Background: an optimization exercise with open tools, aiming at small area, a short achievable clock period and few clock cycles per item. Do not read the settings as production practice.
RTL that was checked went through simulation tests only; none was proved equivalent to the original.
No driver is modelled on the clock port, so clocking that relies on it looks cheaper here than on a real chip.

==> flow/design.v (excerpt) <==
module booth_fsm
# (parameter DATAWIDTH = 32)
(
  input                        clk,
  input                        rstn,
  input                        en,
  input        [DATAWIDTH-1:0] multiplier,
  input        [DATAWIDTH-1:0] multiplicand,
  output reg                   done,
  output reg [2*DATAWIDTH-1:0] product
);
export LEC_CHECK = 0
export CAP_MARGIN = 20
export CORE_MARGIN = 2
export CORE_UTILIZATION = 40
export SLEW_MARGIN = 20
export SYNTH_HIERARCHICAL = 1
create_clock -name core_clock -period 6.0 [get_ports {clk}]
standard.sh (not shown) runs the stock make flow with config.mk's settings and CLKGATE_MAP_FILE= SYNTH_SCRIPT=/design/flow/synth_recipe.tcl, a recipe that flattens the netlist after the stock synthesis.
==> flow/flow/run.sh <==
#!/bin/bash
# Own layout flow: the standard ORFS flow with three changes.
#  - ports are buffered with a plain buffer (buf_2) instead of the delay
#    buffer buffer_ports picks by default; every port still gets a buffer;
#  - before floorplanning, combinational cells that synthesis upsized are set
#    back to their smallest drive strength (registers are left alone); the
#    resizer then upsizes only what timing needs;
#  - before clock tree synthesis the buffers that timing-driven placement
#    added inside the design are taken out again and only slew, capacitance
#    and fanout are repaired (flow/rebuffer.tcl); the usual timing repair
#    after clock tree synthesis and global routing then does the rest.
# Each ORFS step writes its full log under orfs/logs/; make's output goes to
# standard.log here.
set -euo pipefail
here=$(pwd)
export BUFFER_PORTS_ARGS="-buffer_cell sky130_fd_sc_hd__buf_2"
export PRE_FLOORPLAN_TCL="$here/flow/downsize.tcl"
export PRE_CTS_TCL="$here/flow/rebuffer.tcl"
bash standard.sh > "$here/standard.log" 2>&1
==> flow/flow/rebuffer.tcl <==
# Before clock tree synthesis: take out the buffers that timing-driven global
# placement inserted inside the design (port buffers stay), fix slew,
# capacitance and fanout again, and legalize; the repair after clock tree
# synthesis then buffers or sizes only the paths that need it.
set_dont_use $::env(DONT_USE_CELLS)
set n 0
set block [ord::get_db_block]
foreach inst [$block getInsts] {
  if {![string match place* [$inst getName]]} { continue }
  set in_it [$inst findITerm A]
  set out_it [$inst findITerm X]
  if {$in_it eq "NULL" || $out_it eq "NULL"} { continue }
  set in_net [$in_it getNet]
  set out_net [$out_it getNet]
  if {[llength [$out_net getBTerms]] > 0} { continue }
  foreach it [$out_net getITerms] {
    if {[$it getInst] eq $inst} { continue }
    $it disconnect
    $it connect $in_net
  }
  $in_it disconnect
  $out_it disconnect
  odb::dbInst_destroy $inst
  odb::dbNet_destroy $out_net
  incr n
}
puts "rebuffer: removed $n placement buffers"
estimate_parasitics -placement
repair_design -cap_margin $::env(CAP_MARGIN) -slew_margin $::env(SLEW_MARGIN)
detailed_placement
Other scripts of this flow, unchanged in this note and not shown: flow/flow/downsize.tcl
The starting point passed the timing, DRC and antenna checks.
Testbench counts at the start, summed over its fixed seeds: cycles 2,048, items 2,048.
Change:
==> flow/flow/run.sh (replaced) <==
#!/bin/bash
# Own layout flow: the standard ORFS flow with two changes.
#  - ports are buffered with a plain buffer (buf_2) instead of the delay
#    buffer buffer_ports picks by default; every port still gets a buffer;
#  - before floorplanning, combinational cells that synthesis upsized are set
#    back to their smallest drive strength (registers are left alone); the
#    resizer then upsizes only what timing needs.
set -euo pipefail
here=$(pwd)
export BUFFER_PORTS_ARGS="-buffer_cell sky130_fd_sc_hd__buf_2"
export PRE_FLOORPLAN_TCL="$here/flow/downsize.tcl"
bash standard.sh > "$here/standard.log" 2>&1
CAP_MARGIN = 0   (was 20)
SLEW_MARGIN = 0   (was 20)
removed: flow/flow/rebuffer.tcl
Outcome:
- The changed run ran to the end with no violations
- clock-buffer cell count stays the same
- utilization went up by 3.0 points
- synthesized cell count is unchanged
- routed wire length falls by 4.3%
- cell count grows by 12%
- sequential share of layout area fell by 0.22 points
- via count grows by 5.1%
- first-iteration DRC count went down by 6.1%
- hold slack stays flat
Change:
CAP_MARGIN = 20   (was 0)
GPL_TIMING_DRIVEN = 0   (was not set)
SLEW_MARGIN = 20   (was 0)
With this change the flow produced a layout that fails on negative setup slack.
Global-route usage is higher by 3.2 points.
Die area does not change.
First-iteration DRC count came out higher by about 24%.
Area after synthesis does not change.
Non-clock buffer count is lower by 411.
Wire length grows by about 20%.
Synthesized cell count does not change.
Setup slack loses 0.11 ns.
Change:
GPL_TIMING_DRIVEN = not set   (was 0)
SETUP_SLACK_MARGIN = 0.3   (was not set)
Effect:
- The new run produced a clean layout
- worst setup slack improves by 0.11 ns
- utilization grows by 2.1 points
- non-clock buffer count grows by 436
- flip-flop and latch count is unchanged
- fmax grows by 1.8%
- synthesized area is unchanged
Change:
CORE_UTILIZATION = 55   (was 40)
SETUP_SLACK_MARGIN = not set   (was 0.3)
After rerunning: Now the flow completed and failed the layout checks on negative setup slack. Critical path depth fell by 1. Flip-flop and latch count stays the same.
Change:
--- a/flow/flow/run.sh
+++ b/flow/flow/run.sh
@@ -7 +7,3 @@
-#    resizer then upsizes only what timing needs.
+#    resizer then upsizes only what timing needs;
+#  - before clock tree synthesis the buffers that timing-driven placement
+#    added are taken out again (flow/rebuffer.tcl).
@@ -11,0 +14 @@
+export PRE_CTS_TCL="$here/flow/rebuffer.tcl"
==> flow/flow/rebuffer.tcl (new file) <==
# Before clock tree synthesis: take out the buffers that timing-driven global
# placement inserted inside the design (port buffers stay), fix slew,
# capacitance and fanout again, and legalize; the repair after clock tree
# synthesis then buffers or sizes only the paths that need it.
set_dont_use $::env(DONT_USE_CELLS)
set n 0
set block [ord::get_db_block]
foreach inst [$block getInsts] {
  if {![string match place* [$inst getName]]} { continue }
  set in_it [$inst findITerm A]
  set out_it [$inst findITerm X]
  if {$in_it eq "NULL" || $out_it eq "NULL"} { continue }
  set in_net [$in_it getNet]
  set out_net [$out_it getNet]
  if {[llength [$out_net getBTerms]] > 0} { continue }
  foreach it [$out_net getITerms] {
    if {[$it getInst] eq $inst} { continue }
    $it disconnect
    $it connect $in_net
  }
  $in_it disconnect
  $out_it disconnect
  odb::dbInst_destroy $inst
  odb::dbNet_destroy $out_net
  incr n
}
puts "rebuffer: removed $n placement buffers"
estimate_parasitics -placement
repair_design -cap_margin $::env(CAP_MARGIN) -slew_margin $::env(SLEW_MARGIN)
detailed_placement
CORE_UTILIZATION = 40   (was 55)
Now the flow produced a clean layout; setup slack improved by 0.14 ns; hold slack improved by 0.0058 ns; synthesized cell count stays the same.

---

Setup of job 2187:
Another version of the RTL of booth_fsm (not shown whole).
Size: ~2,800 cells after synthesis, roughly 130 I/O pins, ~25,000 sq um of cells after synthesis.
Settings: LEC_CHECK=0, CAP_MARGIN=20, CORE_MARGIN=2, CORE_UTILIZATION=40, PLACE_DENSITY=0.75, SLEW_MARGIN=20, SYNTH_HIERARCHICAL=1; clock period 6.0 ns.
==> flow/flow/run.sh <==
#!/bin/bash
# Own layout flow: the standard ORFS flow with two changes.
#  - ports are buffered with a plain buffer (buf_2) instead of the delay
#    buffer buffer_ports picks by default; every port still gets a buffer;
#  - before floorplanning, combinational cells that synthesis upsized are set
#    back to their smallest drive strength (registers are left alone); the
#    resizer then upsizes only what timing needs.
set -euo pipefail
here=$(pwd)
export BUFFER_PORTS_ARGS="-buffer_cell sky130_fd_sc_hd__buf_2"
export PRE_FLOORPLAN_TCL="$here/flow/downsize.tcl"
bash standard.sh > "$here/standard.log" 2>&1
==> flow/flow/downsize.tcl <==
# Set every combinational cell to the smallest-area cell of the library with
# the same function and pins (registers, clock, tap and tie cells unchanged).
set lib_cells [get_lib_cells */sky130_fd_sc_hd__*]
proc base_name {name} {
  if {[regexp {^(sky130_fd_sc_hd__[a-z0-9]+)_[0-9]+$} $name -> b]} { return $b }
  return ""
}
set area_of [dict create]
set group [dict create]
foreach c $lib_cells {
  set n [get_name $c]
  set b [base_name $n]
  if {$b eq ""} { continue }
  if {[get_property $c dont_use]} { continue }
  dict set area_of $n [get_property $c area]
  dict lappend group $b $n
}
set n_changed 0
foreach inst [get_cells *] {
  set m [get_name [get_lib_cells -of_objects $inst]]
  set b [base_name $m]
  if {$b eq "" || ![dict exists $group $b]} { continue }
  if {[regexp {(df|dl|sdf|edf|clk|conb|tap|fill|decap|buf|inv|probe|lpflow)} $b]} { continue }
  set best $m
  set best_area [dict get $area_of $m]
  foreach cand [dict get $group $b] {
    set a [dict get $area_of $cand]
    if {$a < $best_area || ($a == $best_area && [string match *_1 $cand])} {
      set best $cand
      set best_area $a
    }
  }
  if {$best ne $m} {
    replace_cell $inst $best
    incr n_changed
  }
}
puts "downsize: $n_changed cells set to their smallest drive strength"
Ran to the end and failed final checks on negative setup slack: job 2187.
What job 6717 does differently from job 2187 at the input level:
-- flow/config.mk --
<<< job 2187, line 10
export CORE_UTILIZATION = 40
export PLACE_DENSITY = 0.75
export SLEW_MARGIN = 20
>>> job 6717, line 10
export CORE_UTILIZATION = 40
export SLEW_MARGIN = 20
Findings:
- Having completed the whole flow, job 6717 delivered a layout that passed the timing, DRC and antenna checks.
- ~same flip-flop and latch share of the layout cell area in job 2187 and job 6717
- Cmp job 6717 vs job 2187: share of cells above drive strength 1 lower in job 6717
- Job 6717 ended with less number of cells after detailed placement than job 2187.
- Floorplan die area: job 2187 vs job 6717 identical
Function was not checked in any run of this note: the RTL went through the layout flow alone.

---

Setup of run A:
RTL: one of the versions met above, not the one the previous note started from.
Size: roughly 2900 cells after synthesis, about 130 I/O pins, roughly 25000 um2 of cells after synthesis.
==> flow/config.mk <==
export PLATFORM = sky130hd
export DESIGN_NAME = booth_fsm
export DESIGN_NICKNAME = booth_fsm
export VERILOG_FILES = /design/flow/design.v
export SDC_FILE = /design/flow/constraint.sdc
export NUM_CORES = 4
export LEC_CHECK = 0
export CAP_MARGIN = 20
export CORE_MARGIN = 2
export CORE_UTILIZATION = 40
export SLEW_MARGIN = 20
export SYNTH_HIERARCHICAL = 1
==> flow/constraint.sdc <==
create_clock -name core_clock -period 6.0 [get_ports {clk}]
set_input_delay 1.2000 -clock core_clock [delete_from_list [all_inputs] [get_ports {clk}]]
set_output_delay 1.2000 -clock core_clock [all_outputs]
set_load 0.01 [all_outputs]
==> flow/flow/run.sh <==
#!/bin/bash
# Own layout flow: the standard ORFS flow with two changes.
#  - ports are buffered with a plain buffer (buf_2) instead of the delay
#    buffer buffer_ports picks by default; every port still gets a buffer;
#  - before floorplanning, combinational cells that synthesis upsized are set
#    back to their smallest drive strength (registers are left alone); the
#    resizer then upsizes only what timing needs;
#  - before clock tree synthesis the buffers that timing-driven placement
#    added are taken out again (flow/rebuffer.tcl).
set -euo pipefail
here=$(pwd)
export BUFFER_PORTS_ARGS="-buffer_cell sky130_fd_sc_hd__buf_2"
export PRE_FLOORPLAN_TCL="$here/flow/downsize.tcl"
export PRE_CTS_TCL="$here/flow/rebuffer.tcl"
bash standard.sh > "$here/standard.log" 2>&1
==> flow/flow/rebuffer.tcl <==
# Before clock tree synthesis: take out the buffers that timing-driven global
# placement inserted, fix only slew, capacitance and fanout again, and
# legalize; the repair after clock tree synthesis then buffers or sizes only
# the paths that need it.
set bufs [get_cells -quiet place*]
puts "rebuffer: removing [llength $bufs] placement buffers"
if {[llength $bufs] > 0} {
  remove_buffers $bufs
}
estimate_parasitics -placement
repair_design -cap_margin $::env(CAP_MARGIN) -slew_margin $::env(SLEW_MARGIN)
detailed_placement
Scripts as last shown in full above: flow/flow/downsize.tcl
Testbench counts of run A, summed over its fixed seeds: cycles 2,048, items 2,048.
[inputs] run B vs run A
- PLACE_DENSITY newly set to 0.65
--- a/flow/flow/run.sh
+++ b/flow/flow/run.sh
@@ -6,5 +6,3 @@
 #    back to their smallest drive strength (registers are left alone); the
-#    resizer then upsizes only what timing needs;
-#  - before clock tree synthesis the buffers that timing-driven placement
-#    added are taken out again (flow/rebuffer.tcl).
+#    resizer then upsizes only what timing needs.
 set -euo pipefail
@@ -13,3 +11,2 @@
 export PRE_FLOORPLAN_TCL="$here/flow/downsize.tcl"
-export PRE_CTS_TCL="$here/flow/rebuffer.tcl"
 bash standard.sh > "$here/standard.log" 2>&1
removed: flow/flow/rebuffer.tcl
- Completing all stages was not enough for run B: its layout failed the final checks because of negative setup slack.
- On clock tree cell share of total cell area, run A and run B are basically level.
- Routed wire in run B totals more than in run A.
- Run B vs run A, area growth from synthesis to final layout went up by 20 points.
- For the via count, run B came in 12% higher than run A did.
- Reported for run A and run B, die area turned out identical to the last digit.
- Run A vs run B, end point of the critical path: product[59]$_DFF_P_ vs product[50]$_DFF_P_
- | final worst hold slack | run B vs run A | better |
- For the worst slew margin relative to its limit, run B came in 18 points higher than run A did.
- [run B vs run A] clock period minus worst slack: higher in run B
- Run B vs. run A: data arrival time at the worst-slack endpoint increased 0.13 ns, netlist area before placement did not really move.
Here is what was changed in the inputs of run C compared with run B.
- an added GPL_TIMING_DRIVEN of 0
- a deleted PLACE_DENSITY that had been 0.65
--- a/flow/flow/run.sh
+++ b/flow/flow/run.sh
@@ -6,3 +6,5 @@
 #    back to their smallest drive strength (registers are left alone); the
-#    resizer then upsizes only what timing needs.
+#    resizer then upsizes only what timing needs;
+#  - before clock tree synthesis the buffers that timing-driven placement
+#    added are taken out again (flow/rebuffer.tcl).
 set -euo pipefail
@@ -11,2 +13,3 @@
 export PRE_FLOORPLAN_TCL="$here/flow/downsize.tcl"
+export PRE_CTS_TCL="$here/flow/rebuffer.tcl"
 bash standard.sh > "$here/standard.log" 2>&1
==> flow/flow/rebuffer.tcl (new file) <==
# Before clock tree synthesis: take out the buffers that timing-driven global
# placement inserted (keeping a buffer on every port), fix only slew, capacitance and fanout again, and
# legalize; the repair after clock tree synthesis then buffers or sizes only
# the paths that need it.
# remove_buffers takes out every buffer, the port buffers too, so the ports
# are buffered again right after, as global placement did.
set_dont_use $::env(DONT_USE_CELLS)
puts "rebuffer: removing [llength [get_cells -quiet place*]] placement buffers"
remove_buffers
buffer_ports -buffer_cell sky130_fd_sc_hd__buf_2
estimate_parasitics -placement
repair_design -cap_margin $::env(CAP_MARGIN) -slew_margin $::env(SLEW_MARGIN)
detailed_placement
## What came out
Every stage of run C finished as expected; the final checks, on the other hand, flagged negative setup slack, which means the layout fails.
[compare] base=run B new=run C: routed metal-1 wirelength higher; via density per instance up 9.2%; overall via count from detail_route up 253.
Across both runs, met3 routing resource usage after global routing was higher for run C than for run B.
[compare] base=run B new=run C: area taken by multi-input logic gates saw an increase; ratio of final minimum period to clock period saw an increase.
[inputs] run D vs run C
- GPL_TIMING_DRIVEN no longer set, was 0
--- a/flow/flow/run.sh
+++ b/flow/flow/run.sh
@@ -6,5 +6,3 @@
 #    back to their smallest drive strength (registers are left alone); the
-#    resizer then upsizes only what timing needs;
-#  - before clock tree synthesis the buffers that timing-driven placement
-#    added are taken out again (flow/rebuffer.tcl).
+#    resizer then upsizes only what timing needs.
 set -euo pipefail
@@ -13,3 +11,2 @@
 export PRE_FLOORPLAN_TCL="$here/flow/downsize.tcl"
-export PRE_CTS_TCL="$here/flow/rebuffer.tcl"
 bash standard.sh > "$here/standard.log" 2>&1
removed: flow/flow/rebuffer.tcl
Notes after the runs:
For the met3 usage, run D came in 4.5 points lower than run C did. Every stage of the flow completed for run D, and the final layout passed the timing, DRC and antenna checks. Summary of run D over run C: fraction of the cycle the final worst path needs -3.1 points; routed via count divided by cell count -10%.

---

booth_fsm again, from the RTL that the note above started with.
Settings: LEC_CHECK=0, CAP_MARGIN=20, CORE_MARGIN=2, CORE_UTILIZATION=40, PLACE_DENSITY=0.7, SLEW_MARGIN=20, SYNTH_HIERARCHICAL=1; clock period 6.0 ns.
==> flow/flow/run.sh <==
#!/bin/bash
# Own layout flow: the standard ORFS flow with two changes.
#  - ports are buffered with a plain buffer (buf_2) instead of the delay
#    buffer buffer_ports picks by default; every port still gets a buffer;
#  - before floorplanning, combinational cells that synthesis upsized are set
#    back to their smallest drive strength (registers are left alone); the
#    resizer then upsizes only what timing needs.
set -euo pipefail
here=$(pwd)
export BUFFER_PORTS_ARGS="-buffer_cell sky130_fd_sc_hd__buf_2"
export PRE_FLOORPLAN_TCL="$here/flow/downsize.tcl"
bash standard.sh > "$here/standard.log" 2>&1
Scripts as last shown in full above: flow/flow/downsize.tcl
The baseline finished but failed the layout checks on setup timing.
Testbench counts at the start, summed over its fixed seeds: cycles 2,048, items 2,048.
Next try:
--- a/flow/flow/run.sh
+++ b/flow/flow/run.sh
@@ -5,8 +5,11 @@
 #  - before floorplanning, combinational cells that synthesis upsized are set
 #    back to their smallest drive strength (registers are left alone); the
-#    resizer then upsizes only what timing needs.
+#    resizer then upsizes only what timing needs;
+#  - before clock tree synthesis the buffers that timing-driven placement
+#    added are taken out again (flow/rebuffer.tcl).
 set -euo pipefail
 here=$(pwd)
 export BUFFER_PORTS_ARGS="-buffer_cell sky130_fd_sc_hd__buf_2"
 export PRE_FLOORPLAN_TCL="$here/flow/downsize.tcl"
+export PRE_CTS_TCL="$here/flow/rebuffer.tcl"
 bash standard.sh > "$here/standard.log" 2>&1
==> flow/flow/rebuffer.tcl (new file) <==
# Before clock tree synthesis: take out the buffers that timing-driven global
# placement inserted inside the design (port buffers stay), fix slew,
# capacitance and fanout again, and legalize; the repair after clock tree
# synthesis then buffers or sizes only the paths that need it.
set_dont_use $::env(DONT_USE_CELLS)
# the repair after clock tree synthesis aims for some slack, as routed
# wires come out slower than their placement estimates
set ::env(SETUP_SLACK_MARGIN) 0.45
set n 0
set block [ord::get_db_block]
foreach inst [$block getInsts] {
  if {![string match place* [$inst getName]]} { continue }
  set in_it [$inst findITerm A]
  set out_it [$inst findITerm X]
  if {$in_it eq "NULL" || $out_it eq "NULL"} { continue }
  set in_net [$in_it getNet]
  set out_net [$out_it getNet]
  if {[llength [$out_net getBTerms]] > 0} { continue }
  foreach it [$out_net getITerms] {
    if {[$it getInst] eq $inst} { continue }
    $it disconnect
    $it connect $in_net
  }
  $in_it disconnect
  $out_it disconnect
  odb::dbInst_destroy $inst
  odb::dbNet_destroy $out_net
  incr n
}
puts "rebuffer: removed $n placement buffers"
estimate_parasitics -placement
repair_design -cap_margin $::env(CAP_MARGIN) -slew_margin $::env(SLEW_MARGIN)
detailed_placement
Settings changed: PLACE_DENSITY 0.7 to not set.
This time the run completed without violations.
Design area drops by 1.1%.
Critical path depth drops by 5.
Synthesized cell count does not change.
Utilization drops by 0.59 points.
Maximum frequency climbs by 4.5%.
Worst setup slack is better by 0.26 ns.
Via count drops by 4.5%.
Clock-buffer cell count does not change.
Hold slack is worse by 0.010 ns.
Final cell count drops by 8.8%.
Next try:
==> flow/flow/rebuffer.tcl (replaced) <==
# Before clock tree synthesis: take out the buffers that timing-driven global
# placement inserted (keeping a buffer on every port), fix only slew, capacitance and fanout again, and
# legalize; the repair after clock tree synthesis then buffers or sizes only
# the paths that need it.
# remove_buffers takes out every buffer, the port buffers too, so the ports
# are buffered again right after, as global placement did.
set_dont_use $::env(DONT_USE_CELLS)
puts "rebuffer: removing [llength [get_cells -quiet place*]] placement buffers"
remove_buffers
buffer_ports -buffer_cell sky130_fd_sc_hd__buf_2
# and set the cells placement upsized back to their smallest size
source [file join [file dirname [info script]] downsize.tcl]
estimate_parasitics -placement
repair_design -cap_margin $::env(CAP_MARGIN) -slew_margin $::env(SLEW_MARGIN)
detailed_placement
Effect:
- This time the run failed in 4_1_cts on STA-2204
- area after synthesis stays the same
- synthesized cell count is unchanged
Next try:
--- a/flow/flow/rebuffer.tcl
+++ b/flow/flow/rebuffer.tcl
@@ -5,10 +5,7 @@
 # remove_buffers takes out every buffer, the port buffers too, so the ports
 # are buffered again right after, as global placement did.
-set_dont_use $::env(DONT_USE_CELLS)
 puts "rebuffer: removing [llength [get_cells -quiet place*]] placement buffers"
 remove_buffers
 buffer_ports -buffer_cell sky130_fd_sc_hd__buf_2
-# and set the cells placement upsized back to their smallest size
-source [file join [file dirname [info script]] downsize.tcl]
 estimate_parasitics -placement
 repair_design -cap_margin $::env(CAP_MARGIN) -slew_margin $::env(SLEW_MARGIN)
Now the flow ran to the end with no violations.
Synthesized cell count stays the same.
Area after synthesis is unchanged.
Next try:
==> flow/flow/rebuffer.tcl (replaced) <==
# Before clock tree synthesis: take out the buffers that timing-driven global
# placement inserted inside the design (port buffers stay), fix slew,
# capacitance and fanout again, and legalize; the repair after clock tree
# synthesis then buffers or sizes only the paths that need it.
set_dont_use $::env(DONT_USE_CELLS)
# the repair after clock tree synthesis aims for some slack, as routed
# wires come out slower than their placement estimates
set ::env(SETUP_SLACK_MARGIN) 0.3
set n 0
set block [ord::get_db_block]
foreach inst [$block getInsts] {
  if {![string match place* [$inst getName]]} { continue }
  set in_it [$inst findITerm A]
  set out_it [$inst findITerm X]
  if {$in_it eq "NULL" || $out_it eq "NULL"} { continue }
  set in_net [$in_it getNet]
  set out_net [$out_it getNet]
  if {[llength [$out_net getBTerms]] > 0} { continue }
  foreach it [$out_net getITerms] {
    if {[$it getInst] eq $inst} { continue }
    $it disconnect
    $it connect $in_net
  }
  $in_it disconnect
  $out_it disconnect
  odb::dbInst_destroy $inst
  odb::dbNet_destroy $out_net
  incr n
}
puts "rebuffer: removed $n placement buffers"
estimate_parasitics -placement
repair_design -cap_margin $::env(CAP_MARGIN) -slew_margin $::env(SLEW_MARGIN)
detailed_placement
The changed run went through all stages and came out clean.
Die area does not change.
Worst setup slack gains 0.059 ns.
Final cell count goes up by 0.59%.
Maximum frequency goes up by 1.0%.
Sequential share of layout area hardly moves.
Core utilization goes up by 0.28 points.
Routed wire length barely changes.
Clock-buffer cell count does not change.
Via count goes up by 0.81%.
Cell area goes up by 0.53%.

## re-timing with driven ports
The results above use ideal ports. As a check the final layouts listed here were re-extracted and re-timed, cells and wires unchanged.
Step 1 assumes that a clkbuf_16 drives the clock port and a buf_2 every other input.
Step 2 adds t to the input delays and takes it off the output delays; t is the mean of the earliest and latest rising clock arrival at the registers after step 1. Input paths then give back, and output paths get back, about the clock's delay inside the block.
Slacks: ideal / step 1 / step 2; pairs: ideal / step 1.
run | t (ns) | setup slack, ns | latest minus earliest clock arrival (ns) | slew at the worst register clock pin (ns) | pins driven straight from the clock port
the first run of note 1 | 0.396 | 0.091 / -0.131 / -0.527 | 0.021 / 0.022 | 0.07 / 0.07 | 1
the second run of note 1 | 0.398 | 0.099 / -0.035 / -0.433 | 0.021 / 0.021 | 0.07 / 0.07 | 1
the third run of note 1 | 0.398 | -0.013 / -0.220 / -0.618 | 0.013 / 0.013 | 0.06 / 0.06 | 1
the fourth run of note 1 | 0.394 | 0.093 / 0.022 / -0.372 | 0.023 / 0.023 | 0.07 / 0.07 | 1
the fifth run of note 1 | 0.399 | -0.047 / -0.026 / -0.426 | 0.027 / 0.027 | 0.08 / 0.08 | 1
the sixth run of note 1 | 0.396 | 0.091 / -0.131 / -0.527 | 0.021 / 0.022 | 0.07 / 0.07 | 1
job 2187 | 0.457 | -0.007 / 0.022 / -0.435 | 0.014 / 0.014 | 0.07 / 0.07 | 1
job 6717 | 0.449 | 0.120 / 0.120 / -0.329 | 0.014 / 0.014 | 0.07 / 0.07 | 1
run A | 0.395 | 0.103 / -1.039 / -1.434 | 0.022 / 0.022 | 0.07 / 0.07 | 1
run B | 0.395 | -0.007 / 0.017 / -0.378 | 0.017 / 0.017 | 0.07 / 0.07 | 1
run C | 0.395 | -0.088 / -0.283 / -0.677 | 0.013 / 0.013 | 0.06 / 0.06 | 1
run D | 0.398 | 0.099 / -0.035 / -0.433 | 0.021 / 0.021 | 0.07 / 0.07 | 1
the first run of note 4 | 0.384 | -0.023 / -0.012 / -0.395 | 0.015 / 0.015 | 0.07 / 0.07 | 1
the second run of note 4 | 0.397 | 0.234 / -0.003 / -0.400 | 0.023 / 0.023 | 0.07 / 0.07 | 1
the fourth run of note 4 | 0.397 | 0.088 / -0.116 / -0.513 | 0.019 / 0.019 | 0.07 / 0.07 | 1
the fifth run of note 4 | 0.396 | 0.146 / -0.029 / -0.425 | 0.022 / 0.022 | 0.07 / 0.07 | 1
With both steps, setup timing fails in 10 of these runs, where it was met with ideal ports. The setup slack of run A, which loses most, moves by -1.142 ns with the drivers and by -1.537 ns with both steps.
